Source: an optimization exercise on an open RTL-to-GDS flow (aim: small area, a short achievable clock period and few clock cycles). Production flows keep margins and buffers that such runs may drop.
RTL that was checked went through simulation tests only; none was proved equivalent to the original.
Power and IR drop assume default switching activity.

==> module top_fsm, before the edit <==
module top_fsm(
        input clk,
        input rst_n,
        input        ram_in_we,
        input [4 :0] ram_in_addr_wr,
        input [7 :0] ram_in_data_wr,
        input [3 :0] ram_out_addr_rd,
        output [15:0] ram_out_data_rd,
        input opmode_in,
        output reg done_out
);
    reg [7:0] ram_in [0:31];
    reg [15:0] ram_out [0:15];
    integer i;
    always @(posedge clk) begin
        if (ram_in_we)
            ram_in[ram_in_addr_wr] <= ram_in_data_wr;
    end
    always @(posedge clk) begin
        if (opmode_in)
            for (i = 0; i < 16; i = i + 1)
                ram_out[i] <= {ram_in[2*i], ram_in[2*i+1]};
    end
    wire [3:0]  a = ram_out_addr_rd;
    wire [3:0]  an;
    wire [3:0]  pre_lo_n, pre_hi_n;
    wire [15:0] sel, sel_b;
    genvar k, b, p;
    generate
        for (k = 0; k < 4; k = k + 1) begin : g_inv
            rd_inv u_inv (.a(a[k]), .y(an[k]));
        end
        for (k = 0; k < 4; k = k + 1) begin : g_pre
            rd_nand2 u_lo (.a(k[1] ? a[1] : an[1]), .b(k[0] ? a[0] : an[0]), .y(pre_lo_n[k]));
            rd_nand2 u_hi (.a(k[1] ? a[3] : an[3]), .b(k[0] ? a[2] : an[2]), .y(pre_hi_n[k]));
        end
        for (k = 0; k < 16; k = k + 1) begin : g_sel
            rd_nor2 u_sel0 (.a(pre_hi_n[k / 4]), .b(pre_lo_n[k % 4]), .y(sel[k]));
            rd_nor2 u_sel1 (.a(pre_hi_n[k / 4]), .b(pre_lo_n[k % 4]), .y(sel_b[k]));
        end
        for (b = 0; b < 16; b = b + 1) begin : g_bit
            wire [7:0] pair_n;
            wire [3:0] quad;
            wire [1:0] half_n;
            for (p = 0; p < 8; p = p + 1) begin : g_pair
                rd_aoi22 u_pair (.a1(b < 8 ? sel[2*p] : sel_b[2*p]),     .a2(ram_out[2*p][b]),
                                 .b1(b < 8 ? sel[2*p+1] : sel_b[2*p+1]), .b2(ram_out[2*p+1][b]),
                                 .y(pair_n[p]));
            end
            for (p = 0; p < 4; p = p + 1) begin : g_quad
                rd_nand2 u_quad (.a(pair_n[2*p]), .b(pair_n[2*p+1]), .y(quad[p]));
            end
            for (p = 0; p < 2; p = p + 1) begin : g_half
                rd_nor2 u_half (.a(quad[2*p]), .b(quad[2*p+1]), .y(half_n[p]));
            end
            rd_nand2 u_out (.a(half_n[0]), .b(half_n[1]), .y(ram_out_data_rd[b]));
        end
    endgenerate
    always @(posedge clk or negedge rst_n) begin
        if (!rst_n)
            done_out <= 1'b0;
        else if (opmode_in)
            done_out <= 1'b1;
    end
endmodule
export LEC_CHECK = 0
export CAP_MARGIN = 20
export CORE_MARGIN = 2
export CORE_UTILIZATION = 75
export CTS_CLUSTER_DIAMETER = 80
export CTS_CLUSTER_SIZE = 30
export SETUP_SLACK_MARGIN = 1.5
export SLEW_MARGIN = 20
export SYNTH_HIERARCHICAL = 1
create_clock -name core_clock -period 4.5 [get_ports {clk}]
standard.sh (not shown) runs the stock make flow with config.mk's settings and CLKGATE_MAP_FILE= SYNTH_SCRIPT=/design/flow/synth_recipe.tcl, a recipe that flattens the netlist after the stock synthesis.
==> flow/flow/run.sh <==
#!/bin/bash
# The standard layout (standard synthesis included), with one extra step
# after floorplan (flow/downsize.tcl): every logic cell starts from the
# smallest size of its function before placement and timing repair.
# Make's full output goes to flow_make.log; each step's own log is under
# orfs/logs.
set -euo pipefail
W=$(pwd)
bash standard.sh POST_FLOORPLAN_TCL="$W/flow/downsize.tcl" finish > "$W/flow_make.log" 2>&1
==> flow/flow/downsize.tcl <==
# After floorplan: move every logic cell (not the flip-flops) to the
# smallest-area cell of the same function, so that the timing repair that
# follows starts from minimum sizes and upsizes only where timing needs it.
set n 0
set saved 0.0
foreach inst [get_cells *] {
  set master [get_property $inst ref_name]
  if {[string match "*df*" $master]} continue
  if {![regexp {^(sky130_fd_sc_hd__[a-z0-9]+)_([0-9]+)$} $master -> base drv]} continue
  set a0 [get_property [get_lib_cells $master] area]
  set best $master
  set besta $a0
  foreach lc [get_lib_cells ${base}_*] {
    set c [get_name $lc]
    if {![regexp "^${base}_\[0-9\]+\$" $c]} continue
    set a [get_property $lc area]
    if {$a < $besta} { set besta $a; set best $c }
  }
  if {$best ne $master} {
    replace_cell [get_full_name $inst] $best
    incr n
    set saved [expr {$saved + $a0 - $besta}]
  }
}
puts "downsize: $n cells moved to their smallest size, [format %.1f $saved] um2"
Next try:
--- a/flow/design.v
+++ b/flow/design.v
@@ -56,7 +56,7 @@
     wire [3:0]  a = ram_out_addr_rd;
     wire [3:0]  an;
     wire [3:0]  pre_lo_n, pre_hi_n;
-    wire [15:0] sel, sel_b;
+    wire [15:0] sel;
     genvar k, b, p;
     generate
         for (k = 0; k < 4; k = k + 1) begin : g_inv
@@ -67,16 +67,15 @@
             rd_nand2 u_hi (.a(k[1] ? a[3] : an[3]), .b(k[0] ? a[2] : an[2]), .y(pre_hi_n[k]));
         end
         for (k = 0; k < 16; k = k + 1) begin : g_sel
-            rd_nor2 u_sel0 (.a(pre_hi_n[k / 4]), .b(pre_lo_n[k % 4]), .y(sel[k]));
-            rd_nor2 u_sel1 (.a(pre_hi_n[k / 4]), .b(pre_lo_n[k % 4]), .y(sel_b[k]));
+            rd_nor2 u_sel (.a(pre_hi_n[k / 4]), .b(pre_lo_n[k % 4]), .y(sel[k]));
         end
         for (b = 0; b < 16; b = b + 1) begin : g_bit
             wire [7:0] pair_n;
             wire [3:0] quad;
             wire [1:0] half_n;
             for (p = 0; p < 8; p = p + 1) begin : g_pair
-                rd_aoi22 u_pair (.a1(b < 8 ? sel[2*p] : sel_b[2*p]),     .a2(ram_out[2*p][b]),
-                                 .b1(b < 8 ? sel[2*p+1] : sel_b[2*p+1]), .b2(ram_out[2*p+1][b]),
+                rd_aoi22 u_pair (.a1(sel[2*p]),   .a2(ram_out[2*p][b]),
+                                 .b1(sel[2*p+1]), .b2(ram_out[2*p+1][b]),
                                  .y(pair_n[p]));
             end
             for (p = 0; p < 4; p = p + 1) begin : g_quad
Non-clock buffer count goes up by 15; global-route usage barely changes; wire length is lower by 3.1%; hold slack loses 17 ps; worst setup slack degrades by 4.0 ps; synthesized cell count shrinks by 1.9%; power came out lower by 0.44%; via count came out lower by 2.4%; synthesized area decreases by 0.34%; first-iteration DRC count fell by 16%.
Testbench counts after the change, summed over its fixed seeds: cycles 5,207.
For the first run of this note, only the layout was checked, not whether the RTL still works.

afterwards: timing with drivers on the ports:
The flow's constraints put no driver on any port. The routed layouts listed below were extracted and timed again, unchanged, in two steps.
Step 1 assumes that a clkbuf_16 drives the clock port and a buf_2 every other input.
Step 2 times the ports against the registers' clock, not the clock port: input delays grow and output delays shrink by t, the midpoint of the rising clock arrivals with the driver on.
Three values: no drivers, after step 1, after step 2; two values: the first two.
| run | shift t [ns] | slack for setup (ns) | worst setup path at the end | worst register clock-pin slew, ns | pins driven straight from the clock port |
|---|---|---|---|---|---|
| the first run | 0.584 | 1.429 / 1.341 / 1.020 | input to register | 0.11 / 0.11 | 1 |
| the second run | 0.574 | 1.425 / 1.361 / 1.148 | input to register | 0.11 / 0.11 | 1 |
After both steps setup and hold are still met in every run listed. For the first run, which loses most, drivers alone change the setup slack by -0.088 ns; drivers and shift together by -0.409 ns.
